Context: an optimization exercise on an open-source flow, tuned for small area, a short achievable clock period and few clock cycles. The choices shown serve that exercise and are no tape-out recipe. Function was checked by simulation only, so behaviour that the tests miss may differ from the original. Power figures rest on the tool's default switching activity, not on a simulated workload.

===== flow/config.mk =====
export PLATFORM = sky130hd
export DESIGN_NAME = P_Liu
export DESIGN_NICKNAME = P_Liu
export VERILOG_FILES = /design/flow/design.v
export SDC_FILE = /design/flow/constraint.sdc
export NUM_CORES = 4
export LEC_CHECK = 0
export CAP_MARGIN = 20
export CORE_MARGIN = 2
export CORE_UTILIZATION = 40
export SLEW_MARGIN = 20

===== flow/constraint.sdc =====
create_clock -name core_clock -period 11.0 [get_ports {clk}]
set_input_delay 2.2000 -clock core_clock [delete_from_list [all_inputs] [get_ports {clk}]]
set_output_delay 2.2000 -clock core_clock [all_outputs]
set_load 0.01 [all_outputs]

===== flow/standard.sh =====
#!/bin/bash
# synth_recipe.tcl (not shown) runs the flow's synth.tcl, then flattens the netlist and writes it again
# the make line also repeats each setting of config.mk as NAME=value (left out here)
make -C /OpenROAD-flow-scripts/flow DESIGN_CONFIG=/design/flow/config.mk WORK_HOME=/design/flow/orfs CLKGATE_MAP_FILE= SYNTH_SCRIPT=/design/flow/synth_recipe.tcl "${@:-finish}"

===== flow/design.v =====
module C_KSAdd #(parameter W = 16) (
	input [W-1:0] a,
	input [W-1:0] b,
	input ci,
	output [W-1:0] s,
	output co
);
	wire [W-1:0] p = a ^ b;
	wire [W-1:0] g0 = (a & b) | {{(W-1){1'b0}}, p[0] & ci};
	reg [W-1:0] g, pp;
	integer d, i;
	always @* begin
		g = g0;
		pp = p;
		for (d = 1; d < W; d = d * 2) begin
			for (i = W - 1; i >= d; i = i - 1) begin
				g[i] = g[i] | (pp[i] & g[i - d]);
				pp[i] = pp[i] & pp[i - d];
			end
		end
	end
	assign s = p ^ {g[W-2:0], ci};
	assign co = g[W-1];
endmodule
module P_Liu (
	input clk,
	input rst,
	input [15:0] inputLine,
	output [15:0] outputLine,
	output outputLineWrite,
	output [9:0] imem_addr,
	input [15:0] imem_rdata,
	output [9:0] dmem_addr,
	output [15:0] dmem_wdata,
	output dmem_we,
	input [15:0] dmem_rdata
);
	reg [9:0] fa;         
	reg dv;               
	reg [15:0] ir;        
	reg [8:0] sa;         
	reg [9:0] sb;         
	reg xv;               
	reg xp;               
	reg lph;              
	reg [9:0] maddr;      
	reg mwe;              
	reg [15:0] wdr;       
	reg owr;              
	reg [15:0] sp, ra, pc;
	reg [15:0] x0, x1, x2, x3, x4, x5, x6, x7;
	assign imem_addr = fa;
	assign dmem_addr = maddr;
	assign dmem_we = mwe;
	assign dmem_wdata = wdr;
	assign outputLine = wdr;
	assign outputLineWrite = owr;
	wire [15:0] iw = imem_rdata;
	wire d_load = (iw[15:12] == 4'b0101) | (iw[15:6] == 10'b0111000011) |
	              (iw[15:10] == 6'b001110);
	wire d_a_rs2 = iw[15:12] == 4'b0000;
	wire d_a_ra  = iw[15:11] == 5'b00111;
	wire [2:0] d_ra = d_a_rs2 ? iw[8:6] : iw[2:0];
	wire [8:0] d_sa = d_a_ra ? 9'h100 : {1'b0, 8'd1 << d_ra};
	wire d_g_sp = iw[15:10] == 6'b011101;
	wire d_b_sp = (d_g_sp & ((iw[9:3] == 7'b0100000) | (iw[9:3] == 7'b0000000))) |
	              (iw[15:10] == 6'b011110) | (iw[15:11] == 5'b00111) |
	              (iw[15:13] == 3'b010);
	wire d_b_pc = d_g_sp & ((iw[9:3] == 7'b1100000) | (iw[9:3] == 7'b1000000));
	wire [9:0] d_sb = d_b_sp ? 10'h100 : (d_b_pc ? 10'h200 : {2'b00, 8'd1 << iw[5:3]});
	wire d_far = (iw[15:10] == 6'b001111) | (iw[15:10] == 6'b011111) |
	             (iw[15:12] == 4'b0110);
	wire d_pred = d_far | (iw[15] & iw[12]);
	wire [9:0] d_off = d_far ? iw[9:0] : {{3{iw[12]}}, iw[12:6]};
	wire [9:0] d_tgt;
	C_KSAdd #(.W(10)) DTGT (.a(pc[10:1]), .b(d_off), .ci(xv), .s(d_tgt), .co());
	wire [2:0] rd  = ir[2:0];
	wire i_alu   = ir[15:12] == 4'b0000;
	wire i_lu    = ir[15:11] == 5'b00010;
	wire i_ll    = ir[15:11] == 5'b00011;
	wire i_addi  = ir[15:12] == 4'b0010;
	wire i_shift = ir[15:11] == 5'b00110;
	wire i_ret   = ir[15:10] == 6'b001110;
	wire i_jump  = ir[15:10] == 6'b001111;
	wire i_strsp = ir[15:12] == 4'b0100;
	wire i_rtvsp = ir[15:12] == 4'b0101;
	wire g_io    = ir[15:10] == 6'b011100;
	wire i_str   = g_io & (ir[9:6] == 4'b0010);
	wire i_rtv   = g_io & (ir[9:6] == 4'b0011);
	wire g_rw    = g_io & (ir[9:7] != 3'b001);
	wire i_read  = g_rw & (ir[5:3] == 3'b000);
	wire i_write = g_rw & (ir[5:3] != 3'b000);
	wire g_sp    = ir[15:10] == 6'b011101;
	wire i_getsp = g_sp & (ir[9:3] == 7'b0000000);
	wire i_chgsp = g_sp & (ir[9:3] == 7'b0100000);
	wire i_setsp = g_sp & (ir[9:3] == 7'b0100001);
	wire i_getpc = g_sp & (ir[9:3] == 7'b1000000);
	wire i_chgpc = g_sp & (ir[9:3] == 7'b1100000);
	wire i_setpc = g_sp & ~i_getsp & ~i_chgsp & ~i_setsp & ~i_getpc & ~i_chgpc;
	wire i_chgspi = ir[15:10] == 6'b011110;
	wire i_chgpci = (ir[15:10] == 6'b011111) | (ir[15:12] == 4'b0110);
	wire i_br    = ir[15];
	wire i_load  = i_rtvsp | i_rtv | i_ret;
	wire i_store = i_strsp | i_str | i_jump;
	wire [15:0] A = ({16{sa[0]}} & x0) | ({16{sa[1]}} & x1) | ({16{sa[2]}} & x2) |
	                ({16{sa[3]}} & x3) | ({16{sa[4]}} & x4) | ({16{sa[5]}} & x5) |
	                ({16{sa[6]}} & x6) | ({16{sa[7]}} & x7) | ({16{sa[8]}} & ra);
	wire [15:0] B = ({16{sb[0]}} & x0) | ({16{sb[1]}} & x1) | ({16{sb[2]}} & x2) |
	                ({16{sb[3]}} & x3) | ({16{sb[4]}} & x4) | ({16{sb[5]}} & x5) |
	                ({16{sb[6]}} & x6) | ({16{sb[7]}} & x7) | ({16{sb[8]}} & sp) |
	                ({16{sb[9]}} & pc);
	wire [2:0] aop = ir[11:9];
	wire [15:0] imm6   = {{10{ir[11]}}, ir[11:6]};
	wire [15:0] imm9s  = {{6{ir[11]}}, ir[11:3], 1'b0};
	wire [15:0] imm10s = {{5{ir[9]}}, ir[9:0], 1'b0};
	wire [15:0] imm7s  = {{8{ir[12]}}, ir[12:6], 1'b0};
	wire a_sub = i_alu & (aop == 3'b100);
	wire a_imm = i_addi | i_chgspi | i_ret | i_strsp | i_rtvsp;
	wire [15:0] immA = i_addi ? imm6 : ((i_strsp | i_rtvsp) ? imm9s : imm10s);
	wire a_inv = a_sub | i_br;
	wire [15:0] ain2 = a_imm ? immA : (A ^ {16{a_inv}});
	wire [15:0] ap = B ^ ain2;
	wire [15:0] ag = B & ain2;
	wire [15:0] kg0 = {ag[15:1], ag[0] | (ap[0] & a_sub)};
	wire [15:0] kp0 = ap;
	wire [15:0] kg1 = kg0 | (kp0 & {kg0[14:0], 1'b0});
	wire [15:0] kp1 = kp0 & {kp0[14:0], 1'b0};
	wire [15:0] kg2 = kg1 | (kp1 & {kg1[13:0], 2'b0});
	wire [15:0] kp2 = kp1 & {kp1[13:0], 2'b0};
	wire [15:0] kg3 = kg2 | (kp2 & {kg2[11:0], 4'b0});
	wire [15:0] kp3 = kp2 & {kp2[11:0], 4'b0};
	wire [15:0] kg4 = kg3 | (kp3 & {kg3[7:0], 8'b0});
	wire [15:0] sum = ap ^ {kg4[14:0], a_sub};
	wire eq = &ap;
	wire lt = kg4[15];
	reg cond;
	always @* begin
		case (ir[14:13])
			2'b00: cond = eq;
			2'b01: cond = lt;
			2'b10: cond = ~eq;
			default: cond = ~lt;
		endcase
	end
	reg [15:0] lg;
	always @* begin
		case (aop[1:0])
			2'b01: lg = ag;
			2'b10: lg = ag | ap;
			default: lg = ap;
		endcase
	end
	wire [3:0] sk = ir[9:6];
	wire [31:0] rot2 = {B, B} << sk;
	wire [15:0] rot = rot2[31:16];
	wire [15:0] lowm = ~(16'hFFFF << sk);
	wire [15:0] sh = rot & (ir[10] ? lowm : ~lowm);
	wire [15:0] pc2;
	C_KSAdd #(.W(15)) PC2 (.a(pc[15:1]), .b(15'd0), .ci(1'b1), .s(pc2[15:1]), .co());
	assign pc2[0] = pc[0];
	wire [15:0] pcadd;
	C_KSAdd #(.W(15)) PCADD (.a(pc[15:1]), .b(i_br ? imm7s[15:1] : imm10s[15:1]), .ci(1'b0),
		.s(pcadd[15:1]), .co());
	assign pcadd[0] = pc[0];
	wire nr = ~rst;
	wire s_mem = nr & lph;
	wire s_add = nr & ~lph & ((i_alu & (aop[1:0] == 2'b00)) | i_addi);
	wire s_log = nr & ~lph & i_alu & (aop[1:0] != 2'b00);
	wire s_sh  = nr & ~lph & i_shift;
	wire s_lu  = nr & ~lph & i_lu;
	wire s_ll  = nr & ~lph & i_ll;
	wire s_b   = nr & ~lph & (i_getsp | i_getpc);
	wire s_in  = nr & ~lph & i_read;
	wire [15:0] wdata =
		({16{s_mem}} & dmem_rdata) |
		({16{s_add}} & sum) |
		({16{s_log}} & (lg ^ {16{aop[2]}})) |
		({16{s_sh}} & sh) |
		({16{s_lu}} & {ir[10:3], A[7:0]}) |
		({16{s_ll}} & {{8{ir[10]}}, ir[10:3]}) |
		({16{s_b}} & B) |
		({16{s_in}} & inputLine);
	wire xdone = xv & (~i_load | lph);
	wire gpr_we = xdone & (i_alu | i_lu | i_ll | i_addi | i_shift | i_rtvsp |
	                       i_rtv | i_read | i_getsp | i_getpc);
	wire sp_we = xdone & (i_chgsp | i_chgspi | i_ret | i_setsp);
	wire ra_we = xdone & (i_jump | i_ret);
	wire btk = i_br & cond;
	wire j_add = i_jump | i_chgpci | btk;
	wire j_a = i_ret | i_setpc;
	wire p_sum = nr & i_chgpc;
	wire p_a = nr & j_a;
	wire p_add = nr & j_add;
	wire p_2 = nr & ~(i_chgpc | j_a | j_add);
	wire [15:0] npc = ({16{p_sum}} & sum) | ({16{p_a}} & A) |
	                  ({16{p_add}} & pcadd) | ({16{p_2}} & pc2);
	wire r_sum = xv & i_chgpc;
	wire r_a = xv & ((i_setpc) | (i_ret & ~lph));
	wire r_add = xv & btk & ~xp;
	wire r_2 = xv & i_br & ~cond & xp;
	wire redir = r_sum | r_a | r_add | r_2;
	wire capture = ~(xv & i_load & ~lph);
	wire f_d = ~redir & dv & d_pred;
	wire f_inc = ~redir & ~(dv & (d_pred | d_load));
	wire f_hold = ~redir & dv & d_load;
	wire [9:0] fa1;
	C_KSAdd #(.W(10)) FA1 (.a(fa), .b(10'd0), .ci(1'b1), .s(fa1), .co());
	wire [9:0] nfa = ({10{r_sum}} & sum[10:1]) | ({10{r_a}} & A[10:1]) |
	                 ({10{r_add}} & pcadd[10:1]) | ({10{r_2}} & pc2[10:1]) |
	                 ({10{f_d}} & d_tgt) | ({10{f_inc}} & fa1) |
	                 ({10{f_hold}} & fa);
	always @(posedge clk or posedge rst) begin
		if (rst) begin
			fa <= 10'd0;
			dv <= 1'b0;
			xv <= 1'b0;
			lph <= 1'b0;
			mwe <= 1'b0;
			owr <= 1'b0;
		end else begin
			fa <= nfa;
			dv <= f_inc;
			if (capture) xv <= dv & ~redir;
			lph <= xv & i_load & ~lph;
			mwe <= xv & i_store;
			owr <= xv & i_write;
		end
	end
	always @(posedge clk) begin
		if (capture) begin
			ir <= iw;
			sa <= d_sa;
			sb <= d_sb;
			xp <= d_pred;
		end
		maddr <= (i_str | i_rtv | i_jump) ? B[10:1] : sum[10:1];
		wdr <= A;
	end
	wire [7:0] rf_we = {8{rst}} | ({8{gpr_we}} & (8'd1 << rd));
	always @(posedge clk) begin
		if (rst | xdone) pc <= npc;
		if (rst | sp_we) sp <= ({16{nr & i_setsp}} & A) | ({16{nr & ~i_setsp}} & sum);
		if (rst | ra_we) ra <= ({16{nr & i_ret}} & dmem_rdata) | ({16{nr & ~i_ret}} & pc2);
		if (rf_we[0]) x0 <= wdata;
		if (rf_we[1]) x1 <= wdata;
		if (rf_we[2]) x2 <= wdata;
		if (rf_we[3]) x3 <= wdata;
		if (rf_we[4]) x4 <= wdata;
		if (rf_we[5]) x5 <= wdata;
		if (rf_we[6]) x6 <= wdata;
		if (rf_we[7]) x7 <= wdata;
	end
endmodule

===== flow/flow/run.sh =====
#!/bin/bash
set -euo pipefail
bash standard.sh TNS_END_PERCENT=10 \
  "BUFFER_PORTS_ARGS=-buffer_cell sky130_fd_sc_hd__buf_2" \
  floorplan > standard_make_floorplan.log 2>&1
bash standard.sh SETUP_SLACK_MARGIN=6.5 TNS_END_PERCENT=10 \
  "BUFFER_PORTS_ARGS=-buffer_cell sky130_fd_sc_hd__buf_2" \
  finish > standard_make.log 2>&1

==> results of run 1 <==
==> metal layers <==
metal	part of all wire (%)	wire (µm)	vias to the layer above	track usage, %
met4	6.2	4310	0	16.2
li1	-	-	6704	-
met3	13	9210	240	6.82
met5	0	0	-	0
met2	42	29200	1300	45.1
met1	39	27300	7588	43.7
==> final cells by class <==
class / count / area (µm²) / area share (%)
tap: 532 / 666 / 3.33
sequential: 253 / 7260 / 36.3
antenna: 1 / 2.50 / 0.0125
clock buffer: 36 / 805 / 4.03
clock inverter: 16 / 129 / 0.645
multi-input combinational: 1208 / 9060 / 45.3
timing repair buffer: 229 / 1730 / 8.64
inverter: 87 / 334 / 1.67
==> critical path: stages <==
cell and delay [ns]:
buf_2 0.10, buf_12 0.23, nor2_1 0.21, and4b_1 0.24
buf_4 0.19, and3_1 0.32, a221oi_1 0.25, o21ai_0 0.12
a221oi_1 0.37, a21boi_1 0.32, o221ai_4 0.24
==> metrics by stage <==
step	util (%)	hold slack, ns	worst slack [ns]	power, mW	cell area, µm²
6_report	48.8	0.560	6.43	4.98	20000
5_1_grt	48.8	0.582	6.34	5.16	20000
4_1_cts	47.5	0.565	6.42	4.74	19400
3_5_place_dp	42.7	0.557	4.57	3.63	17500
3_3_place_gp	42.7	0.542	4.80	3.62	17500
2_1_floorplan	-	0.517	5.79	2.81	16600
==> timing repair <==
item | in CTS | in global routing
endpoints found under the setup margin | 179 | 138
buffers inserted | 65 | 19
resized for setup | 97 | 71
gates cloned | 3 | 3
pin swaps | 22 | 41
==> power groups by stage <==
stage | Combinational (mW) | Sequential (mW) | Clock [mW]
2_1_floorplan | 1.38 | 1.44 | 0
3_3_place_gp | 2.11 | 1.51 | 0
3_5_place_dp | 2.12 | 1.51 | 0
4_1_cts | 2.32 | 1.47 | 0.950
5_1_grt | 2.67 | 1.50 | 0.989
6_report | 2.55 | 1.48 | 0.947
==> cells by family (layout without fill, tap and decap cells) <==
| kind of cell | after synthesis | in the layout | share of synthesized area (%) |
|---|---|---|---|
| multiplexers | 47 | 47 | 4.26 |
| AND/OR/NAND/NOR | 497 | 498 | 14.4 |
| XOR/XNOR | 81 | 81 | 4.27 |
| buffers and inverters | 218 | 368 | 5.67 |
| flip-flops | 253 | 253 | 43.7 |
| other | 0 | 1 | 0 |
| adder cells (fa/ha/maj) | 64 | 64 | 5.05 |
| AO/OA/AOI/OAI | 518 | 518 | 22.7 |
==> cell usage in the layout, fill, tap and decap left out, drive strengths merged, types with 13 or more instances in the layout <==
master	instances
a21o	21
o21ai	68
dfrtp	15
nor3	35
inv	85
and2	17
o211ai	20
nor2	150
mux2i	20
clkbuf	39
buf	223
a21oi	86
dfxtp	26
a221o	16
a221oi	51
mux4	18
a222oi	20
nand3	54
a211oi	25
ha	59
edfxtp	212
a22oi	99
a22o	31
nand2b	19
xor2	32
nand4	22
xnor2	49
nand2	131
and3	13
==> cells in the mapped netlist, types with 5 or more instances <==
cell      number
edfxtp_1     212
nor2_1       150
nand2_1      131
a22oi_1       99
a21oi_1       85
inv_1         78
clkbuf_1      73
o21ai_0       63
ha_1          59
nand3_1       54
xnor2_1       49
a221oi_1      47
nor3_1        32
xor2_1        32
a22o_1        31
buf_2         27
dfxtp_1       26
a211oi_1      25
nand4_1       22
a21o_1        21
a222oi_1      20
buf_4         20
mux2i_1       20
nand2b_1      19
o211ai_1      19
mux4_2        18
a221o_1       16
and2_1        16
dfrtp_1       15
and3_1        13
a31oi_1       11
nor2b_1       10
nor4_1        10
o21a_1        10
o221ai_1      10
buf_1          9
mux2_2         9
or3_1          9
o31ai_1        8
inv_2          7
fa_1           5
o21ai_1        5
o22ai_1        5
==> worst paths after layout <==
kind / start / end / slack, ns / depth (start not counted)
max in group asynchronous: rst / fa[9] / 8.39 / 3
worst max-delay path: rst / x0[13] / 6.43 / 11
worst max register to register: ir[15] / fa[7] / 6.48 / 19
worst min-delay path: fa[1] / fa[1] / 0.56 / 2
worst min register to register: fa[1] / fa[1] / 0.56 / 2
min in group asynchronous: rst / lph / 2.07 / 3
==> notes.md, run 1 <==
outcome timing/DRC/antenna clean; Buffers on Ports 103; Synth cell types 78; die area 43,200 µm²; post-synth net total 1,792; routed vias/inst 6.70; Net count, final 1,921; CTS sink count 253; Synth Instances 1,678; Leak 7.78 nW; power density over cell area 249 nW/µm²; register area share after synthesis 43.7%; Fmax 0.219 GHz; CTS tree yes; Die Y 208 µm; top cell type's share of synthesized area 38.3%; slew margin rel. 25.6%; Worst Hold Class reg -> reg; Hold Violations, Final 0; Yosys Warn Count 3; RSZ-0062 raised after global routing yes; initial antenna violation count 2; CTS Buffer Depth 3; switching power 2.20 mW; vias post-DR 15,800; Final min period 4.57 ns; clock share of power 19.0%; Main synth FF type edfxtp_1; layout cells sized above 1 23.6%; cell internal pwr 2.78 mW; worst slew pin tran 1.12 ns; CTS H-Tree Depth 1; crit path max fanout 48; final wirelength 70,000 µm; total grt overflow 0; fin crit share 41.5%; FP Rows 74; crit end category flop; initial core utilization 40.6%; Post-synth EDFFs 212; fillers 3,793; Synth Cell Area 16,600 µm²; cts hold-fix bufs 0; CTS buffer count 28; Root Buffer clkbuf_16; Worst Path Arrival 4.82 ns; Comb pwr share 51.2%; worst-skew pair later-pin latency 0.57 ns; Syn-to-layout area delta 20.3%; async set or reset register ratio after synthesis 5.93%; WL/cell 29.7 µm; largest net degree at the start of global routing 49; hpwl dp 48,400 µm; Layout Cells excl Fill 2,362; endpoints failing setup 0; number of synthesized register bits 253; Sw Share 44.2%; post-route ant nets 0; I/O Pins 104; core area 40,900 µm²; clock skew 0.0254 ns; VDD IR max 0.136 mV; Synth area leader edfxtp_1; Die Span X 208 µm; Critical Path Source Type input pin; first-pass GRT wire length 100,000 µm; top cells by area, synth edfxtp_1 (38%), a22oi_1 (4.5%), ha_1 (4.4%); Max Cap Viol 0; setup TNS 0 ns; DRC errors left 0; GRT Total Usage 31.2%; DR iter-0 viols 2,267; global placement routability congestion 1.01; 1st-pass router iterations 6; Placed Instances 2,219; number of global-route vias before repair 14,900; CP required 11.25 ns; Clock transition at path regs 0.06 ns; Final Max Slew Viols 0; worst setup path class in -> reg; sequential share of power 29.8%; Avg Synthesized Cell Area 9.90 µm²
Testbench counts, summed over its fixed seeds: cycles 59,843.
==> run 2, diff against run 1 <==
==> flow/flow/run.sh (replaced) <==
#!/bin/bash
set -euo pipefail
bash standard.sh SETUP_SLACK_MARGIN=7 TNS_END_PERCENT=10 \
  "BUFFER_PORTS_ARGS=-buffer_cell sky130_fd_sc_hd__buf_2" \
  finish > standard_make.log 2>&1
==> notes.md, run 2 <==
outcome timing/DRC/antenna clean; CP required 11.19 ns; Worst Reg2Reg Path Length in Cells 11; Die Span X 208 µm; Leak 7.97 nW; Worst R2R Setup Slack 6.46 ns; RSZ-0062 raised after global routing yes; first-pass GRT wire length 102,000 µm; fin crit share 42.0%; Critical Path Source Type input pin; Placed Instances 2,212; die area 43,200 µm²; Final Max Slew Viols 0; register area share after synthesis 43.7%; Yosys Warn Count 3; fillers 3,746; power density over cell area 254 nW/µm²; Final min period 4.62 ns; routed vias/inst 6.65; multiplexer area fraction after synthesis 4.26%; Main synth FF type edfxtp_1; largest net degree at the start of global routing 49; count leader, synth edfxtp_1; WL/cell 29.6 µm; DR iter-0 viols 2,405; CTS buffer count 28; post-synth net total 1,792; number of synthesized register bits 253; Synth Area in XOR/XNOR 4.27%; Synth Area in Compound Gates 22.7%; Fmax 0.216 GHz; final wirelength 70,900 µm; layout cells sized above 1 24.7%; Post-synth EDFFs 212; endpoints failing setup 0; Post-Synth Simple-Gate Area 14.4%; R2R Path Start sb[2]; initial core utilization 40.6%; total grt overflow 0; Synth Instances 1,678; commonest non-fill, non-tap cell in the layout edfxtp_1; Syn-to-layout area delta 23.0%; CTS Buffer Depth 3; crit end category flop; Layout Cells excl Fill 2,396; worst hold path stage count 1; CTS tree yes; hpwl dp 48,600 µm; number of global-route vias before repair 15,100; Hold Path End fa[2]; Clock transition at path regs 0.06 ns; Buffers on Ports 103; clock skew 0.0279 ns; Die Y 208 µm; Reg-to-Reg End x1[11]; adder-cell share of the synthesized area 5.05%; HP Start fa[2]; global placement routability congestion 0.964; core area 40,900 µm²; I/O Pins 104; crit path max fanout 49; Hold Violations, Final 0; worst slack at placement 5.08 ns; Worst Hold Class reg -> reg; initial antenna violation count 1; 1st-pass router iterations 8; main combinational cell family by area after synthesis compound AO/OA/AOI/OAI gates; setup TNS 0 ns; Net count, final 1,955; Final Core Density 49.9%; top cells by area, synth edfxtp_1 (38%), a22oi_1 (4.5%), ha_1 (4.4%); Worst Path Arrival 4.81 ns; Post-synth top cells edfxtp_1 (212), nor2_1 (150), nand2_1 (131); top cell type's share of synthesized area 38.3%; VDD IR max 0.151 mV; post-route ant nets 0; Synth cell types 78; GRT Total Usage 31.8%; CTS H-Tree Depth 1; Synth area leader edfxtp_1; worst setup margin 6.38 ns; FP Rows 74; vias post-DR 15,900; CTS sink count 253; worst setup path class in -> reg; Avg Synthesized Cell Area 9.90 µm²; worst-skew pair later-pin latency 0.58 ns; async set or reset register ratio after synthesis 5.93%; slew margin rel. 11.6%; Root Buffer clkbuf_16; DRC errors left 0; most frequent cells in the layout edfxtp_1 (212), nor2_1 (142), nand2_1 (127); Max Cap Viol 0; worst slew pin tran 1.32 ns; Synth Cell Area 16,600 µm²
run 2: how the worst max path moves through the flow:
stage                         from      to  slack, ns  cells after the start
finish                         rst   x2[6]       6.38                      9
global route                ir[11]  x3[15]       6.37                     14
CTS                            rst   x2[6]       6.63                      9
detailed placement          ir[10]   fa[8]       5.08                     18
global placement            ir[10]   fa[8]       5.25                     18
floorplan           imem_rdata[12]   fa[4]       6.35                     14
run 2: area by class of cell:
class | count | area (µm²) | share of cell area, %
multi-input cells | 1212 | 9180 | 45.0
clock inverters | 13 | 146 | 0.717
diodes | 1 | 2.50 | 0.0123
clock buffers | 39 | 783 | 3.83
repair buffers | 259 | 2050 | 10.0
flip-flops and latches | 253 | 7260 | 35.6
inverters | 87 | 338 | 1.65
well taps | 532 | 666 | 3.26
run 2: repair_timing:
action | 4_1_cts | 5_1_grt
gates resized for setup | 158 | 19
cloned | 6 | 1
buffers inserted | 116 | 8
pin swaps | 70 | 32
hold buffers | 0 | 0
endpoints found under the setup margin | 195 | 184
run 2: worst max-delay path, stage by stage:
cell     delay (ns)
buf_2          0.11
buf_12         0.18
nor2_1         0.34
nand2_1        0.14
nor3_1         0.94
a22oi_1        0.14
o21ai_0        0.20
nor2_1         0.08
o21ai_0        0.45
run 2: layer usage:
metal / wire length (µm) / global-route usage, % / up-vias
met5: 0 / 0 / -
met4: 4210 / 15.6 / 0
met3: 8720 / 6.43 / 216
met2: 30200 / 47.8 / 1258
met1: 27700 / 43.8 / 7697
li1: - / - / 6771
run 2: cell families after synthesis:
family	after synthesis
buf+inv	218
mux	47
flops	253
xor+xnor	81
fa+ha+maj	64
simple gates	497
compound gates	518
run 2: where the power goes:
group | switching [mW] | total [mW] | internal (mW)
clock | 0.396 | 0.962 | 0.566
sequential | 0.188 | 1.48 | 1.29
combinational | 1.72 | 2.74 | 1.02
run 2: per-stage QoR:
step	hold slack, ns	total power, mW	cell area [µm²]
after detailed placement	0.546	3.71	17500
after global routing	0.592	5.37	20400
after CTS	0.557	5.03	20200
after global placement	0.550	3.71	17500
after floorplan	0.495	2.83	16800
final	0.565	5.19	20400
==> run 3, diff against run 2 <==
==> flow/flow/run.sh (replaced) <==
#!/bin/bash
set -euo pipefail
bash standard.sh SETUP_SLACK_MARGIN=6 TNS_END_PERCENT=10 \
  "BUFFER_PORTS_ARGS=-buffer_cell sky130_fd_sc_hd__buf_2" \
  finish > standard_make.log 2>&1
==> notes.md, run 3 <==
vias post-DR 15,600; routed vias/inst 6.75; Post-synth top cells edfxtp_1 (212), nor2_1 (150), nand2_1 (131); setup TNS 0 ns; first-pass GRT wire length 99,800 µm; Max Cap Viol 0; layout cells sized above 1 16.8%; power density over cell area 251 nW/µm²; Final Max Slew Viols 0; post-synth net total 1,792; largest net degree at the start of global routing 49; DRC errors left 0; GRT Total Usage 31.0%; CTS H-Tree Depth 1; Worst Reg2Reg Path Length in Cells 14; async set or reset register ratio after synthesis 5.93%; fin crit share 45.1%; Main synth FF type edfxtp_1; Post-synth EDFFs 212; most frequent cells in the layout edfxtp_1 (212), nor2_1 (146), nand2_1 (128); hpwl dp 49,000 µm; VDD IR max 0.152 mV; CP required 11.32 ns; fillers 3,862; Reg-to-Reg End pc[13]; RSZ-0062 raised after global routing yes; outcome timing/DRC/antenna clean; worst setup path class reg -> reg; core area 40,900 µm²; Reg area 7260 µm²; Die Span X 208 µm; endpoints failing setup 0; Synth Cell Area 16,600 µm²; cts hold-fix bufs 0; CTS sink count 253; CTS tree yes; I/O Pins 104; Root Buffer clkbuf_16; Net count, final 1,869; post-route ant nets 0; Buffers on Ports 103; final wirelength 68,900 µm; slew margin rel. 10.9%; initial antenna violation count 0; Yosys Warn Count 3; Leak 7.28 nW; total grt overflow 0; 1st-pass router iterations 6; Final Core Density 46.1%; FP Rows 74; Worst Path Arrival 5.27 ns; Die Y 208 µm; global placement routability congestion 1.06; crit path max fanout 16; CTS Buffer Depth 3; die area 43,200 µm²; Synth Instances 1,678; worst-skew pair later-pin latency 0.58 ns; crit end category flop; initial core utilization 40.6%; Hold Violations, Final 0; top cells by area, synth edfxtp_1 (38%), a22oi_1 (4.5%), ha_1 (4.4%); register area share after synthesis 43.7%; clock skew 0.0310 ns; number of global-route vias before repair 14,600; HP Start fa[5]; Fmax 0.202 GHz; Worst Hold Class reg -> reg; Final min period 4.96 ns; top cell type's share of synthesized area 38.3%; WL/cell 29.9 µm; Syn-to-layout area delta 13.6%; worst slew pin tran 1.32 ns; commonest non-fill, non-tap cell in the layout edfxtp_1; Critical Path Source Type flop; DR iter-0 viols 2,439; Synth cell types 78; Clock transition at path regs 0.07 ns; Ant. Diodes 0; Hold Path End fa[5]; R2R Path Start sa[0]; worst hold path stage count 2; count leader, synth edfxtp_1; number of synthesized register bits 253; area of the multi-input gates 8620 µm²; Avg Synthesized Cell Area 9.90 µm²; Synth area leader edfxtp_1; CTS buffer count 27; Worst R2R Setup Slack 6.04 ns
## run 3: logic make-up after synthesis
group           share of synthesized area [%]
flops                                    43.7
xor+xnor                                 4.27
fa+ha+maj                                5.05
simple gates                             14.4
mux                                      4.26
compound gates                           22.7
buf+inv                                  5.67
## run 3: what timing repair did
item                       CTS  global route
setup buffers               36            10
pin swaps                    4             3
gates resized for setup     25            22
setup endpoints to repair  171           130
## run 3: power breakdown
group,switching (mW),internal (mW)
combinational,1.53,0.791
clock,0.385,0.529
sequential,0.204,1.30
## run 3: worst max path at each step
| stage | cells after the start | startpoint | slack (ns) | end |
|---|---|---|---|---|
| 6_report | 14 | sa[0] | 6.04 | pc[13] |
| 3_5_place_dp | 18 | ir[9] | 4.54 | fa[8] |
| 5_1_grt | 9 | rst | 5.83 | x4[13] |
| 2_1_floorplan | 15 | imem_rdata[12] | 6.01 | fa[8] |
| 3_3_place_gp | 18 | ir[9] | 4.89 | fa[8] |
| 4_1_cts | 14 | ir[12] | 5.95 | x2[11] |
## run 3: routing by layer
metal | part of all wire (%) | GRT usage, %
met5 | 0 | 0
met3 | 12 | 6.75
met2 | 44 | 47.5
met1 | 39 | 42.3
met4 | 5.3 | 13.3
## run 3: area by class of cell
| type | count | area share (%) |
|---|---|---|
| Multi-Input combinational cell | 1207 | 45.7 |
| Sequential cell | 253 | 38.5 |
| Timing Repair Buffer | 179 | 5.98 |
| Clock buffer | 37 | 3.83 |
| Tap cell | 532 | 3.53 |
| Inverter | 87 | 1.77 |
| Clock inverter | 11 | 0.723 |
## run 3: worst max-delay path: stages, from the launching register on
cell	delay (ns)
edfxtp_1	0.79
a22oi_1	0.33
nand3_1	0.61
xnor2_1	0.32
nand2_1	0.11
nand2_1	0.07
ha_1	0.41
o21a_1	0.22
nor2_1	0.24
a211oi_1	0.11
a211o_2	0.42
a31oi_4	0.30
or2_1	0.41
o221ai_1	0.19
o21bai_1	0.18
## run 3: per-stage QoR
stage / cells / instance area, µm² / worst slack, ns / total power [mW] / hold WS (ns)
final: 2306 / 18900 / 6.04 / 4.74 / 0.593
after global routing: 2306 / 18900 / 5.83 / 4.92 / 0.631
after CTS: 2296 / 18700 / 5.95 / 4.62 / 0.590
after detailed placement: 2212 / 17400 / 4.54 / 3.66 / 0.575
after global placement: 2212 / 17400 / 4.89 / 3.65 / 0.545
after floorplan: 1678 / 16600 / 6.01 / 2.81 / 0.517
==> run 4, diff against run 3 <==
==> flow/flow/run.sh (replaced) <==
#!/bin/bash
set -euo pipefail
bash standard.sh SETUP_SLACK_MARGIN=6.5 TNS_END_PERCENT=5 \
  "BUFFER_PORTS_ARGS=-buffer_cell sky130_fd_sc_hd__buf_2" \
  finish > standard_make.log 2>&1
==> notes.md, run 4 <==
Die Span X 208 µm; Reg area 7260 µm²; 1st-pass router iterations 9; CTS tree yes; CTS sink count 253; hpwl dp 48,900 µm; register area share after synthesis 43.7%; Synth Cell Area 16,600 µm²; Die Y 208 µm; cells along the critical path buf_6 > nor2_1 > and4b_1 > and2_1 > a22o_1 > a221oi_1 > o21ai_0 > a21oi_1 > o21ai_0; GRT Total Usage 31.3%; Fmax 0.218 GHz; Leak 7.77 nW; Buffers on Ports 103; number of synthesized register bits 253; worst setup margin 6.41 ns; Final Max Slew Viols 0; top cell type's share of synthesized area 38.3%; FP Rows 74; count leader, synth edfxtp_1; VDD IR max 0.141 mV; endpoints failing setup 0; setup TNS 0 ns; Synth area leader edfxtp_1; Post-synth top cells edfxtp_1 (212), nor2_1 (150), nand2_1 (131); RSZ-0062 raised after global routing yes; Synth Instances 1,678; power density over cell area 254 nW/µm²; initial core utilization 40.6%; Worst Path Arrival 4.76 ns; clock skew 0.0408 ns; crit path max fanout 48; CP most frequent cell o21ai_0; worst-skew pair later-pin latency 0.59 ns; outcome timing/DRC/antenna clean; Yosys Warn Count 3; vias post-DR 15,900; Net count, final 1,924; slew margin rel. 19.0%; Min Hold Slack 0.563 ns; global placement routability congestion 0.981; Syn-to-layout area delta 19.6%; CTS H-Tree Depth 1; Ant. Diodes 0; core area 40,900 µm²; total grt overflow 0; commonest non-fill, non-tap cell in the layout edfxtp_1; die area 43,200 µm²; most frequent cells in the layout edfxtp_1 (212), nor2_1 (142), nand2_1 (127); layout cells sized above 1 23.2%; initial antenna violation count 2; Top delay family on crit path compound AO/OA/AOI/OAI gates; Critical-path top delay cell o21ai_0; CP required 11.17 ns; Clock transition at path regs 0.06 ns; post-route ant nets 0; CTS Buffer Depth 3; Main synth FF type edfxtp_1; Critical Path Source Type input pin; Hold Violations, Final 0; Final min period 4.59 ns; DR iter-0 viols 2,654; number of global-route vias before repair 14,700; worst slack at placement 5.06 ns; Post-synth EDFFs 212; Max Cap Viol 0; top cells by area, synth edfxtp_1 (38%), a22oi_1 (4.5%), ha_1 (4.4%); worst slew pin tran 1.21 ns; I/O Pins 104; crit path buf inv count 1; routed vias/inst 6.75; largest net degree at the start of global routing 49; area of the multi-input gates 9040 µm²; CTS buffer count 28; post-synth net total 1,792; fillers 3,820; crit end category flop; first-pass GRT wire length 100,000 µm; final wirelength 70,300 µm; WL/cell 29.8 µm; DRC errors left 0; Root Buffer clkbuf_16; fin crit share 41.7%; crit-path max cell delay 0.38 ns; worst setup path class in -> reg; Synth cell types 78; async set or reset register ratio after synthesis 5.93%; Avg Synthesized Cell Area 9.90 µm²; Worst Hold Class reg -> reg
==> run 4: cell counts after synthesis <==
Identical to the previous run, type by type.
==> run 4: worst reg2reg max path, cell delays in order (launching register included) <==
cell and delay, ns:
edfxtp_1 0.76, a22oi_1 0.45, nand4_1 0.44, ha_1 0.58, nand4_1 0.30, or3_1 0.46, a211oi_2 0.24, a211o_4 0.21
buf_4 0.14, a21oi_2 0.10, a221o_1 0.42, a21oi_2 0.18, o211ai_1 0.11
==> run 4: cell families after synthesis <==
family	synth area share, %
AO/OA/AOI/OAI	22.7
adder cells (fa/ha/maj)	5.05
buffers and inverters	5.67
AND/OR/NAND/NOR	14.4
multiplexers	4.26
XOR/XNOR	4.27
flip-flops	43.7
==> run 4: layout make-up <==
cell class                 instances  share of cell area (%)
sequential                       253                    36.5
clock buffer                      35                    3.97
tap                              532                    3.35
multi-input combinational       1210                    45.5
inverter                          87                    1.68
timing repair buffer             230                    8.03
clock inverter                    16                   0.951
==> run 4: path summary, 6_finish.rpt <==
kind | from | to | slack (ns) | cells after the start
min in group asynchronous | rst | fa[0] | 2.04 | 2
min | fa[5] | fa[5] | 0.56 | 2
min reg2reg | fa[5] | fa[5] | 0.56 | 2
max in group asynchronous | rst | lph | 8.42 | 2
max reg2reg | sb[8] | fa[7] | 6.48 | 12
max | rst | x0[0] | 6.41 | 9
==> run 4: timing repair <==
item | CTS | global route
endpoints found under the setup margin | 172 | 135
gates cloned | 5 | 0
pin swaps | 17 | 34
setup buffers | 56 | 37
gates resized for setup | 70 | 61
hold buffers | 0 | 0
==> run 4: routing by layer <==
| metal | global-route usage [%] | vias to the layer above | share of wire [%] |
|---|---|---|---|
| met5 | 0 | - | 0 |
| met4 | 16.6 | 0 | 6.6 |
| met3 | 4.99 | 244 | 11 |
| met2 | 46.7 | 1263 | 43 |
| met1 | 43.7 | 7721 | 39 |
| li1 | - | 6716 | - |
==> run 4: through the flow <==
step                util, %  instance area (µm²)  total power [mW]  instances
detailed placement     42.7                17500              3.68       2213
finish                 48.6                19900              5.05       2363
floorplan                 -                16700              2.82       1678
CTS                    47.2                19300              4.81       2325
global route           48.6                19900              5.23       2363
global placement       42.7                17500              3.68       2213
==> run 4: power breakdown <==
group	leakage, nW	switching, mW	internal, mW
Clock	0.488	0.402	0.602
Sequential	2.63	0.188	1.29
Combinational	4.65	1.65	0.921
==> run 5, diff against run 4 <==
==> flow/flow/run.sh (replaced) <==
#!/bin/bash
set -euo pipefail
bash standard.sh SETUP_SLACK_MARGIN=6.8 TNS_END_PERCENT=10 \
  "BUFFER_PORTS_ARGS=-buffer_cell sky130_fd_sc_hd__buf_2" \
  finish > standard_make.log 2>&1
==> notes.md, run 5 <==
VDD IR max 0.161 mV; top cell type's share of synthesized area 38.3%; Max Cap Viol 0; Critical Path Source Type flop; Fmax 0.226 GHz; Avg Synthesized Cell Area 9.90 µm²; Worst R2R Setup Slack 6.58 ns; Post-synth EDFFs 212; Leak 7.93 nW; async set or reset register ratio after synthesis 5.93%; Synth Instances 1,678; Buffers on Ports 103; HP Start fa[2]; GRT met2 Usage 45.2%; die area 43,200 µm²; final wirelength 70,600 µm; GRT Total Usage 31.7%; Main synth FF type edfxtp_1; Die Span X 208 µm; most frequent cells in the layout edfxtp_1 (212), nor2_1 (137), buf_4 (130); Synth Cell Area 16,600 µm²; hpwl dp 48,100 µm; Clock transition at path regs 0.06 ns; worst-skew pair later-pin latency 0.61 ns; CTS sink count 253; DRC errors left 0; CP required 11.52 ns; number of global-route vias before repair 15,100; top cells by area, synth edfxtp_1 (38%), a22oi_1 (4.5%), ha_1 (4.4%); Die Y 208 µm; clock skew 0.0168 ns; worst slew pin tran 1.07 ns; FP Rows 74; Worst Path Arrival 4.94 ns; post-route ant nets 0; CTS tree yes; worst hold path stage count 1; initial core utilization 40.6%; commonest non-fill, non-tap cell in the layout edfxtp_1; Final Core Density 49.8%; count leader, synth edfxtp_1; Syn-to-layout area delta 22.8%; post-synth net total 1,792; layout cells sized above 1 25.2%; register area share after synthesis 43.7%; Final min period 4.42 ns; routed vias/inst 6.73; outcome timing/DRC/antenna clean; crit end category flop; vias post-DR 16,100; Worst Hold Class reg -> reg; crit path max fanout 8; fin crit share 40.2%; CTS Buffer Depth 3; I/O Pins 104; first-pass GRT wire length 102,000 µm; number of synthesized register bits 253; Final Max Slew Viols 0; CTS H-Tree Depth 1; Net count, final 1,946; largest net degree at the start of global routing 49; Hold Violations, Final 0; Worst Reg2Reg Path Length in Cells 18; setup TNS 0 ns; Synth area leader edfxtp_1; Reg-to-Reg End fa[4]; power density over cell area 256 nW/µm²; 1st-pass router iterations 8; Hold Path End fa[2]; endpoints failing setup 0; RSZ-0062 raised after global routing yes; Root Buffer clkbuf_16; Yosys Warn Count 3; CTS buffer count 30; initial antenna violation count 2; Synth cell types 78; core area 40,900 µm²; WL/cell 29.5 µm; DR iter-0 viols 2,455; R2R Path Start sa[7]; worst setup path class reg -> reg; global placement routability congestion 1.05; met1 Track Usage GR 44.1%; GR peak layer met2; slew margin rel. 28.4%; GR Util met3 7.31%; total grt overflow 0; Post-synth top cells edfxtp_1 (212), nor2_1 (150), nand2_1 (131)
==> run 5: report_power, final <==
part | internal (mW) | switching (mW)
Clock | 0.623 | 0.427
Sequential | 1.30 | 0.187
Combinational | 1.02 | 1.67
Total | 2.94 | 2.28
==> run 5: critical path, cell delays in order (launching register included) <==
cell and delay, ns:
edfxtp_1 0.38, buf_6 0.16, bufbuf_16 0.27, a222oi_1 0.40, nand3_2 0.25, xnor2_1 0.20
nor2_1 0.07, nor2_2 0.16, ha_4 0.25, a21oi_1 0.12, o21ai_1 0.10, a221o_2 0.46
a221oi_4 0.33, buf_6 0.19, a21oi_4 0.08, buf_6 0.15, or4_4 0.53, and4_4 0.19
o211ai_2 0.06
==> run 5: logic make-up after synthesis <==
| group | Yosys count | synth area share (%) |
|---|---|---|
| muxes | 47 | 4.26 |
| buffers and inverters | 218 | 5.67 |
| xor gates and xnor gates | 81 | 4.27 |
| AOI/OAI and AO/OA | 518 | 22.7 |
| DFF | 253 | 43.7 |
| and+or+nand+nor | 497 | 14.4 |
| adders and majority gates | 64 | 5.05 |
==> run 5: how the worst max path moves through the flow <==
| stage | slack [ns] | to | start |
|---|---|---|---|
| after floorplan | 6.35 | fa[4] | imem_rdata[12] |
| after global placement | 5.16 | fa[8] | ir[9] |
| after detailed placement | 4.94 | fa[8] | ir[9] |
| after CTS | 6.62 | fa[4] | imem_rdata[12] |
| after global routing | 6.48 | fa[6] | sa[7] |
| final | 6.58 | fa[4] | sa[7] |
==> run 5: cell type report <==
| type | instances | area [µm²] |
|---|---|---|
| clock buffers | 44 | 833 |
| inverters | 87 | 334 |
| repair buffers | 252 | 1860 |
| fillers | 3755 | 20500 |
| flip-flops and latches | 253 | 7260 |
| diodes | 1 | 2.50 |
| clock inverters | 12 | 203 |
| multi-input cells | 1208 | 9240 |
| well taps | 532 | 666 |
==> run 5: timing repair <==
item / 4_1_cts / 5_1_grt
setup endpoints to repair: 176 / 160
cloned: 3 / 0
hold buffers: 0 / 0
buffers inserted: 98 / 12
gates resized for setup: 134 / 34
pin swaps: 57 / 31
==> run 5: per-stage QoR <==
stage | cell area (µm²) | setup slack [ns] | instances | total power, mW | hold slack, ns
after global routing | 20400 | 6.48 | 2388 | 5.40 | 0.577
final | 20400 | 6.58 | 2389 | 5.22 | 0.567
after global placement | 17500 | 5.16 | 2218 | 3.61 | 0.539
after CTS | 20100 | 6.62 | 2375 | 4.99 | 0.559
after floorplan | 16700 | 6.35 | 1678 | 2.83 | 0.517
after detailed placement | 17500 | 4.94 | 2218 | 3.62 | 0.549
==> run 5: routing by layer <==
| metal | routed length (µm) | share of wire, % | vias up |
|---|---|---|---|
| met5 | 10 | 0.014 | - |
| met4 | 4820 | 6.8 | 2 |
| met3 | 8970 | 13 | 243 |
| met2 | 28900 | 41 | 1273 |
| met1 | 27900 | 40 | 7810 |
| li1 | - | - | 6745 |
==> run 6, diff against run 5 <==
==> flow/flow/run.sh (replaced) <==
#!/bin/bash
set -euo pipefail
bash standard.sh SETUP_SLACK_MARGIN=7 TNS_END_PERCENT=10 \
  CAP_MARGIN=0 SLEW_MARGIN=0 \
  "CTS_BUF_LIST=sky130_fd_sc_hd__clkbuf_4 sky130_fd_sc_hd__clkbuf_8" \
  finish > standard_make.log 2>&1
==> notes.md, run 6 <==
Max Cap Viol 0; most frequent cells in the layout edfxtp_1 (212), buf_4 (144), nor2_1 (140); die area 43,200 µm²; Critical Path Source Type input pin; async set or reset register ratio after synthesis 5.93%; vias post-DR 16,200; top cell type's share of synthesized area 38.3%; total grt overflow 0; register area share after synthesis 43.7%; Sw Share 43.9%; GRT Total Usage 32.6%; Reg-to-Reg End fa[9]; Layout Cells excl Fill 2,441; Main synth FF type edfxtp_1; worst slew pin tran 1.33 ns; I/O Pins 104; cells along the critical path buf_2 > buf_12 > nor2_1 > and4b_1 > buf_4 > and3_1 > a221oi_1 > o21ai_0 > a221oi_1 > a21boi_0 > o221ai_2; initial antenna violation count 1; RSZ-0062 raised after global routing yes; number of synthesized register bits 253; Post-synth top cells edfxtp_1 (212), nor2_1 (150), nand2_1 (131); Placed Instances 2,209; HP Start fa[1]; crit-path max cell delay 0.38 ns; switching power 2.30 mW; clock share of power 18.1%; global placement routability congestion 1.01; worst slack at placement 5.27 ns; Top delay family on crit path compound AO/OA/AOI/OAI gates; CTS Buffer Depth 3; Die Span X 208 µm; Worst Reg2Reg Path Length in Cells 19; VDD IR max 0.124 mV; Hold Path End fa[1]; slew margin rel. 10.7%; hpwl dp 49,000 µm; Worst Path Arrival 4.94 ns; Buffers on Ports 103; routed vias/inst 6.64; cell internal pwr 2.93 mW; Post-synth EDFFs 212; Min Hold Slack 0.594 ns; Fmax 0.215 GHz; worst setup path start rst; WL/cell 29.8 µm; clock skew 0.0583 ns; Die Y 208 µm; initial core utilization 40.6%; 1st-pass router iterations 7; Synth Cell Area 16,600 µm²; CP most frequent cell a221oi_1; fin crit share 42.2%; crit path buf inv count 3; core area 40,900 µm²; count leader, synth edfxtp_1; Synth cell types 78; power density over cell area 249 nW/µm²; Critical-path top delay cell a221oi_1; Final Max Slew Viols 0; Worst Hold Class reg -> reg; post-route ant nets 0; Clock transition at path regs 0.06 ns; worst hold path stage count 2; worst-skew pair later-pin latency 0.66 ns; Hold Violations, Final 0; layout cells sized above 1 22.5%; Syn-to-layout area delta 26.3%; crit end category flop; DR iter-0 viols 2,438; number of global-route vias before repair 15,400; final wirelength 72,700 µm; CTS tree yes; DRC errors left 0; Yosys Warn Count 3; commonest non-fill, non-tap cell in the layout edfxtp_1; endpoints failing setup 0; Synth Instances 1,678; post-synth net total 1,792; Avg Synthesized Cell Area 9.90 µm²; setup TNS 0 ns; Comb pwr share 53.3%; Root Buffer clkbuf_8; top cells by area, synth edfxtp_1 (38%), a22oi_1 (4.5%), ha_1 (4.4%); CTS sink count 253; first-pass GRT wire length 104,000 µm; sequential share of power 28.5%; R2R Path Start sa[8]; CTS buffer count 45; worst setup margin 6.35 ns; Leak 8.04 nW; Synth area leader edfxtp_1; CTS H-Tree Depth 2; fillers 3,734; outcome timing/DRC/antenna clean; Net count, final 1,984; Worst R2R Setup Slack 6.45 ns; worst setup path class in -> reg; crit path max fanout 48; Final min period 4.65 ns; CP required 11.29 ns; largest net degree at the start of global routing 49; FP Rows 74
==> run 6: changes by cell type in the layout (fill, tap and decap cells not counted), sizes merged, moves of 2 or more <==
cell	before	now
diode	1	3
clkdlybuf4s50	0	95
clkbuf	44	63
clkinv	6	16
buf	250	175
==> run 6: worst max-delay path by stage <==
| stage | slack, ns | end | cells after the start |
|---|---|---|---|
| finish | 6.35 | x0[13] | 11 |
| floorplan | 6.35 | fa[4] | 14 |
| CTS | 6.58 | x4[2] | 17 |
| global route | 6.33 | fa[2] | 20 |
| detailed placement | 5.27 | fa[8] | 16 |
| global placement | 5.31 | fa[8] | 17 |
==> run 6: worst min-delay path, stage by stage, from the launching register on <==
cell and delay, ns:
dfrtp_1 0.39, a22oi_1 0.08, nand3_1 0.09
==> run 6: cell families (layout without fill, tap and decap cells) <==
group | after synthesis | after routing | synth area share [%]
mux | 47 | 47 | 4.26
buf+inv | 218 | 444 | 5.67
compound gates | 518 | 519 | 22.7
flops | 253 | 253 | 43.7
fa+ha+maj | 64 | 64 | 5.05
xor+xnor | 81 | 81 | 4.27
simple gates | 497 | 498 | 14.4
other cells | 0 | 3 | 0
==> run 6: through the flow <==
stage / util (%) / total power, mW / cell area [µm²]
CTS: 50.5 / 5.02 / 20700
floorplan: - / 2.83 / 16800
global placement: 44.0 / 3.72 / 18000
global route: 51.2 / 5.42 / 21000
detailed placement: 44.0 / 3.72 / 18000
finish: 51.3 / 5.23 / 21000
==> run 6: timing repair <==
action,CTS,global route
endpoints found under the setup margin,190,186
cloned,3,2
pin swaps,58,27
resized for setup,167,31
setup buffers,124,17
hold buffers,0,0
==> run 6: power groups by stage <==
stage / registers, mW / logic, mW / clock network, mW
2_1_floorplan: 1.44 / 1.40 / 0
4_1_cts: 1.48 / 2.59 / 0.957
3_3_place_gp: 1.53 / 2.19 / 0
5_1_grt: 1.50 / 2.91 / 1.00
3_5_place_dp: 1.53 / 2.18 / 0
6_report: 1.49 / 2.79 / 0.947
==> run 6: metal layers <==
metal | share of wire [%] | vias up | global-route usage, %
li1 | - | 6829 | -
met1 | 39 | 7838 | 45.0
met2 | 42 | 1298 | 47.9
met3 | 13 | 250 | 7.70
met4 | 5.7 | 0 | 15.9
met5 | 0 | - | 0
==> run 6: area by class of cell <==
class / instances / area (µm²) / share of cell area [%]
antenna: 3 / 7.51 / 0.0358
clock buffer: 63 / 767 / 3.66
clock inverter: 20 / 188 / 0.895
inverter: 87 / 338 / 1.61
multi-input combinational: 1209 / 9220 / 44.0
sequential: 253 / 7260 / 34.6
tap: 532 / 666 / 3.17
timing repair buffer: 274 / 2520 / 12.0
==> run 7, diff against run 6 <==
--- a/flow/design.v
+++ b/flow/design.v
@@ -49,2 +49,3 @@
 	reg owr;              
+	reg rq;               
 	reg [15:0] sp, ra, pc;
@@ -164,3 +165,3 @@
 	assign pcadd[0] = pc[0];
-	wire nr = ~rst;
+	wire nr = ~rq;
 	wire s_mem = nr & lph;
@@ -238,7 +239,8 @@
 	end
-	wire [7:0] rf_we = {8{rst}} | ({8{gpr_we}} & (8'd1 << rd));
+	always @(posedge clk) rq <= rst;
+	wire [7:0] rf_we = {8{rq}} | ({8{gpr_we}} & (8'd1 << rd));
 	always @(posedge clk) begin
-		if (rst | xdone) pc <= npc;
-		if (rst | sp_we) sp <= ({16{nr & i_setsp}} & A) | ({16{nr & ~i_setsp}} & sum);
-		if (rst | ra_we) ra <= ({16{nr & i_ret}} & dmem_rdata) | ({16{nr & ~i_ret}} & pc2);
+		if (rq | xdone) pc <= npc;
+		if (rq | sp_we) sp <= ({16{nr & i_setsp}} & A) | ({16{nr & ~i_setsp}} & sum);
+		if (rq | ra_we) ra <= ({16{nr & i_ret}} & dmem_rdata) | ({16{nr & ~i_ret}} & pc2);
 		if (rf_we[0]) x0 <= wdata;
==> flow/flow/run.sh (replaced) <==
#!/bin/bash
set -euo pipefail
bash standard.sh SETUP_SLACK_MARGIN=7 TNS_END_PERCENT=10 \
  "BUFFER_PORTS_ARGS=-buffer_cell sky130_fd_sc_hd__buf_2" \
  finish > standard_make.log 2>&1
==> notes.md, run 7 <==
fin crit share 42.7%; Root Buffer clkbuf_16; layout cells sized above 1 25.7%; Yosys Warn Count 3; number of global-route vias before repair 14,800; total grt overflow 0; CTS buffer count 29; Critical-path top delay cell or4b_1; Top delay family on crit path simple AND/OR/NAND/NOR gates; WP depth 18; Placed Instances 2,198; clock share of power 20.0%; count leader, synth edfxtp_1; Max Cap Viol 0; cells along the critical path buf_4 > buf_4 > a22o_1 > a221oi_1 > nand3_2 > xnor2_1 > nor2_1 > nor2_1 > ha_1 > and2_1 > nand3_1 > nor4_1 > a221o_2 > nor2_2 > xnor2_2 > nor3_1 > a221o_1 > or4b_1; async set or reset register ratio after synthesis 5.91%; RSZ-0062 raised after global routing yes; VDD IR max 0.150 mV; Die Span X 208 µm; I/O Pins 104; global placement routability congestion 1.01; Placement Cell Area 17,600 µm²; GRT Total Usage 31.3%; Synth Instances 1,656; post-synth net total 1,770; Comb pwr share 50.3%; Worst Path Arrival 5.13 ns; power density over cell area 251 nW/µm²; largest net degree at the start of global routing 43; DRC errors left 0; FP Rows 74; Ant. Diodes 0; Layout Cells excl Fill 2,374; die area 43,200 µm²; crit end category flop; crit path buf inv count 2; most frequent cells in the layout edfxtp_1 (212), buf_4 (143), nor2_1 (140); Final min period 4.70 ns; CP required 11.43 ns; worst setup margin 6.30 ns; endpoints failing setup 0; Clock transition at path regs 0.06 ns; Synth cell types 88; WL/cell 29.9 µm; Final Max Slew Viols 0; Synth area leader edfxtp_1; Net count, final 1,933; clock skew 0.0212 ns; Worst Reg2Reg Path Length in Cells 18; Leak 7.98 nW; register area share after synthesis 43.8%; cell internal pwr 2.86 mW; Post-synth EDFFs 212; initial core utilization 40.6%; Hold Violations, Final 0; Synth Cell Area 16,600 µm²; Critical Path Source Type flop; number of synthesized register bits 254; outcome timing/DRC/antenna clean; commonest non-fill, non-tap cell in the layout edfxtp_1; post-route ant nets 0; Sw Share 43.6%; top cells by area, synth edfxtp_1 (38%), ha_1 (4.4%), a22oi_1 (4.2%); worst-skew pair later-pin latency 0.58 ns; switching power 2.21 mW; top cell type's share of synthesized area 38.3%; DR iter-0 viols 2,661; worst slew pin tran 1.21 ns; Avg Synthesized Cell Area 10.0 µm²; Worst Hold Class reg -> reg; Die Y 208 µm; core area 40,900 µm²; CTS Buffer Depth 3; worst setup path class reg -> reg; hpwl dp 48,800 µm; initial antenna violation count 2; first-pass GRT wire length 100,000 µm; worst slack at placement 5.28 ns; CTS sink count 254; CTS tree yes; Design Power 5.08 mW; Buffers on Ports 103; crit path max fanout 6; sequential share of power 29.7%; Post-synth top cells edfxtp_1 (212), nor2_1 (149), nand2_1 (106); vias post-DR 16,000; Fmax 0.213 GHz; crit-path max cell delay 0.52 ns; slew margin rel. 18.6%; CTS H-Tree Depth 1; Post-Layout Inst Area 20,200 µm²; Syn-to-layout area delta 21.6%; setup TNS 0 ns; routed vias/inst 6.73; worst hold path stage count 2; 1st-pass router iterations 12; Main synth FF type edfxtp_1; final wirelength 70,900 µm
[run 7: cells by family after synthesis]
| logic type | count (synthesis) | synth area share [%] |
|---|---|---|
| compound gates | 525 | 22.9 |
| simple gates | 464 | 13.6 |
| flops | 254 | 43.8 |
| buf+inv | 203 | 5.41 |
| xor+xnor | 91 | 4.84 |
| fa+ha+maj | 64 | 5.04 |
| mux | 55 | 4.40 |
[run 7: layout make-up]
type | instances | area [µm²]
fill | 3727 | 20700
multi-input combinational | 1201 | 9060
sequential | 254 | 7280
timing repair buffer | 262 | 1920
clock buffer | 35 | 758
tap | 532 | 666
inverter | 71 | 287
clock inverter | 19 | 235
[run 7: power by group through the flow]
stage / Sequential [mW] / Clock [mW] / Combinational (mW)
CTS: 1.49 / 1.02 / 2.35
finish: 1.51 / 1.01 / 2.55
global placement: 1.55 / 0 / 2.12
floorplan: 1.45 / 0 / 1.40
global route: 1.52 / 1.05 / 2.67
detailed placement: 1.55 / 0 / 2.12
[run 7: per-layer routing]
layer | part of all wire (%) | wire length, µm | global-route usage [%] | up-vias
met5 | 0.018 | 13 | 0 | -
met4 | 6.9 | 4860 | 16.9 | 2
met3 | 13 | 9280 | 7.32 | 248
met2 | 41 | 29300 | 45.7 | 1366
met1 | 39 | 27500 | 43.0 | 7671
li1 | - | - | - | 6685
[run 7: worst register-to-register path: cells and delay by family, from the launching register on]
family / cells / cell delay [ns]
AOI/OAI and AO/OA: 4 / 1.18
DFF: 1 / 0.41
xor gates and xnor gates: 2 / 0.52
and+or+nand+nor: 9 / 1.71
adders and majority gates: 1 / 0.42
buffers and inverters: 2 / 0.34
[run 7: timing repair]
item | 4_1_cts | 5_1_grt
gates resized for setup | 90 | 31
cloned | 2 | 2
setup endpoints to repair | 192 | 175
buffers inserted | 103 | 15
hold buffers | 0 | 0
pin swaps | 26 | 16
[run 7: final timing paths]
path	endpoint	slack [ns]	start
worst min register to register	wdr[13]	0.63	x2[13]
max in group asynchronous	fa[8]	8.87	rst
worst max register to register	fa[8]	6.30	sa[3]
worst min-delay path	wdr[13]	0.63	x2[13]
worst max-delay path	fa[8]	6.30	sa[3]
min in group asynchronous	xv	1.72	rst
[run 7: metrics by stage]
| stage | utilization, % | hold WS, ns |
|---|---|---|
| after global routing | 49.4 | 0.655 |
| after global placement | 43.1 | 0.621 |
| after detailed placement | 43.1 | 0.596 |
| after floorplan | - | 0.494 |
| after CTS | 48.6 | 0.622 |
| final | 49.4 | 0.626 |
Testbench counts of run 7, summed over its fixed seeds: cycles 59,843.
==> run 8, diff against run 7 <==
==> flow/flow/run.sh (replaced) <==
#!/bin/bash
set -euo pipefail
bash standard.sh SETUP_SLACK_MARGIN=6.5 TNS_END_PERCENT=10 \
  "BUFFER_PORTS_ARGS=-buffer_cell sky130_fd_sc_hd__buf_2" \
  finish > standard_make.log 2>&1
==> notes.md, run 8 <==
number of global-route vias before repair 14,900; Layout Cells excl Fill 2,392; Worst Hold Class reg -> reg; final wirelength 71,400 µm; fin crit share 44.7%; count leader, synth edfxtp_1; DR iter-0 viols 2,383; R2R Path Start sb[3]; clock skew 0.0186 ns; layout cells sized above 1 26.3%; Worst Path Arrival 5.33 ns; register area share after synthesis 43.8%; Max Cap Viol 0; Root Buffer clkbuf_16; CTS Buffer Depth 3; Leak 8.04 nW; initial core utilization 40.6%; Reg area 7280 µm²; Post-synth EDFFs 212; Syn-to-layout area delta 22.5%; post-route ant nets 0; global placement routability congestion 1.05; cts hold-fix bufs 0; crit path buf inv count 2; Avg Synthesized Cell Area 10.0 µm²; area of the multi-input gates 9070 µm²; Yosys Warn Count 3; most frequent cells in the layout edfxtp_1 (212), buf_4 (147), nor2_1 (139); worst setup path class reg -> reg; Hold Violations, Final 0; Min Hold Slack 0.630 ns; commonest non-fill, non-tap cell in the layout edfxtp_1; power density over cell area 250 nW/µm²; CTS sink count 254; top cells by area, synth edfxtp_1 (38%), ha_1 (4.4%), a22oi_1 (4.2%); Ant. Diodes 0; setup TNS 0 ns; crit path max fanout 8; Critical Path End x7[9]; worst slew pin tran 1.22 ns; FP Rows 74; DRC errors left 0; die area 43,200 µm²; crit end category flop; routed vias/inst 6.66; async set or reset register ratio after synthesis 5.91%; Buffers on Ports 103; Top delay family on crit path compound AO/OA/AOI/OAI gates; Worst R2R Setup Slack 6.08 ns; fillers 3,707; Worst Reg2Reg Path Length in Cells 13; Synth Instances 1,656; RSZ-0062 raised after global routing yes; crit-path max cell delay 0.84 ns; Final min period 4.92 ns; initial antenna violation count 2; Critical-path top delay cell xnor2_1; hpwl dp 48,700 µm; total grt overflow 0; Critical Path Source Type flop; largest net degree at the start of global routing 43; top cell type's share of synthesized area 38.3%; cells along the critical path buf_4 > a22o_1 > a221oi_1 > nand4_1 > ha_1 > a21o_1 > a21oi_2 > o21ai_0 > a41oi_1 > xnor2_1 > a21oi_1 > o21ai_0 > buf_4; Design Power 5.08 mW; Post-synth top cells edfxtp_1 (212), nor2_1 (149), nand2_1 (106); Die Span X 208 µm; Placed Instances 2,208; CTS H-Tree Depth 1; CTS tree yes; endpoints failing setup 0; CTS buffer count 28; CP required 11.41 ns; WP depth 13; Clock transition at path regs 0.06 ns; Fmax 0.203 GHz; Main synth FF type edfxtp_1; outcome timing/DRC/antenna clean; worst setup path start sb[3]; VDD IR max 0.127 mV; 1st-pass router iterations 8; Synth area leader edfxtp_1; Final Max Slew Viols 0; vias post-DR 15,900; first-pass GRT wire length 102,000 µm; I/O Pins 104; Die Y 208 µm; core area 40,900 µm²; Net count, final 1,952; GRT Total Usage 31.7%; Synth Cell Area 16,600 µm²; post-synth net total 1,770; number of synthesized register bits 254; worst-skew pair later-pin latency 0.57 ns; WL/cell 29.8 µm; Reg-to-Reg End x7[9]; Synth cell types 88; slew margin rel. 17.7%
[run 8: worst min-delay path by stage]
stage,start,to,slack (ns),cells past startpoint
2_1_floorplan,x2[13],wdr[13],0.51,2
3_3_place_gp,dv,xv,0.62,2
3_5_place_dp,dv,xv,0.64,2
4_1_cts,x3[15],wdr[15],0.61,2
5_1_grt,x0[13],wdr[13],0.66,2
6_report,x1[15],wdr[15],0.63,2
[run 8: worst reg2reg max path: stages, from the launching register on]
cell,delay [ns]
edfxtp_1,0.35
buf_4,0.19
a22o_1,0.25
a221oi_1,0.24
nand4_1,0.60
ha_1,0.62
a21o_1,0.15
a21oi_2,0.11
o21ai_0,0.45
a41oi_1,0.21
xnor2_1,0.84
a21oi_1,0.22
o21ai_0,0.28
buf_4,0.26
[run 8: power breakdown]
part / internal [mW] / leakage [nW] / switching [mW]
sequential: 1.30 / 2.64 / 0.193
clock: 0.524 / 0.426 / 0.396
combinational: 1.02 / 4.97 / 1.65
total: 2.85 / 8.04 / 2.24
[run 8: cell families (layout without fill, tap and decap cells)]
logic type               after synthesis  count (layout)  share of synthesized area (%)
XOR/XNOR                              91              91                           4.84
AND/OR/NAND/NOR                      464             465                           13.6
buffers and inverters                203             406                           5.41
adder cells (fa/ha/maj)               64              64                           5.04
flip-flops                           254             254                           43.8
AO/OA/AOI/OAI                        525             525                           22.9
multiplexers                          55              55                           4.40
[run 8: timing repair]
action | in CTS | in global routing
pin swaps | 30 | 37
setup endpoints to repair | 179 | 128
cloned | 3 | 1
gates resized for setup | 104 | 52
buffers inserted | 97 | 31
[run 8: layout make-up]
| cell class | count | area share [%] |
|---|---|---|
| Inverter | 71 | 1.36 |
| Sequential cell | 254 | 35.8 |
| Clock inverter | 19 | 0.682 |
| Tap cell | 532 | 3.27 |
| Timing Repair Buffer | 283 | 10.7 |
| Clock buffer | 33 | 3.64 |
| Multi-Input combinational cell | 1200 | 44.5 |
[run 8: metrics by stage]
step	setup WS, ns	area (µm²)	utilization (%)
4_1_cts	6.36	19800	48.5
3_5_place_dp	4.56	17600	43.1
2_1_floorplan	5.84	16700	-
6_report	6.08	20400	49.8
5_1_grt	6.21	20400	49.8
3_3_place_gp	4.64	17600	43.1
[run 8: layer usage]
metal	routed length [µm]	GRT usage [%]	up-vias
li1	-	-	6717
met1	28300	44.2	7664
met2	29700	45.8	1313
met3	9030	7.59	243
met4	4290	16.2	2
met5	14	0	-

-- static timing again, ports no longer ideal --
The flow's constraints put no driver on any port. The routed layouts listed below were extracted and timed again, unchanged, in two steps. Step 1 (the two cells are an assumption about what drives the block):
set clk [get_ports {clk}]
set_driving_cell -lib_cell sky130_fd_sc_hd__clkbuf_16 $clk
set_driving_cell -lib_cell sky130_fd_sc_hd__buf_2 [delete_from_list [all_inputs] $clk]
Step 2, shift: input delay + t, output delay - t, t = (earliest + latest rising clock arrival at the registers) / 2. This alone moves slack from input paths to output paths. Slacks: no drivers / after step 1 / after step 2; pairs: no drivers / after step 1.
run | t, ns | setup slack, ns | worst setup path after step 2 | worst register clock-pin slew, ns
run 1 | 0.611 | 6.430 / 6.462 / 5.851 | input to register | 0.07 / 0.07
run 2 | 0.618 | 6.377 / 6.415 / 5.797 | input to register | 0.07 / 0.07
run 3 | 0.615 | 6.044 / 6.044 / 5.522 | input to register | 0.07 / 0.07
run 4 | 0.623 | 6.413 / 6.434 / 5.811 | input to register | 0.07 / 0.07
run 5 | 0.657 | 6.578 / 6.578 / 5.990 | input to register | 0.07 / 0.07
run 6 | 0.685 | 6.354 / 6.386 / 5.701 | input to register | 0.08 / 0.08
run 7 | 0.629 | 6.303 / 6.303 / 5.717 | input to register | 0.07 / 0.07
run 8 | 0.614 | 6.083 / 6.083 / 5.751 | input to register | 0.08 / 0.08
After both steps setup and hold are still met in every run listed. For run 6, which loses most, drivers alone change the setup slack by +0.032 ns; drivers and shift together by -0.653 ns.
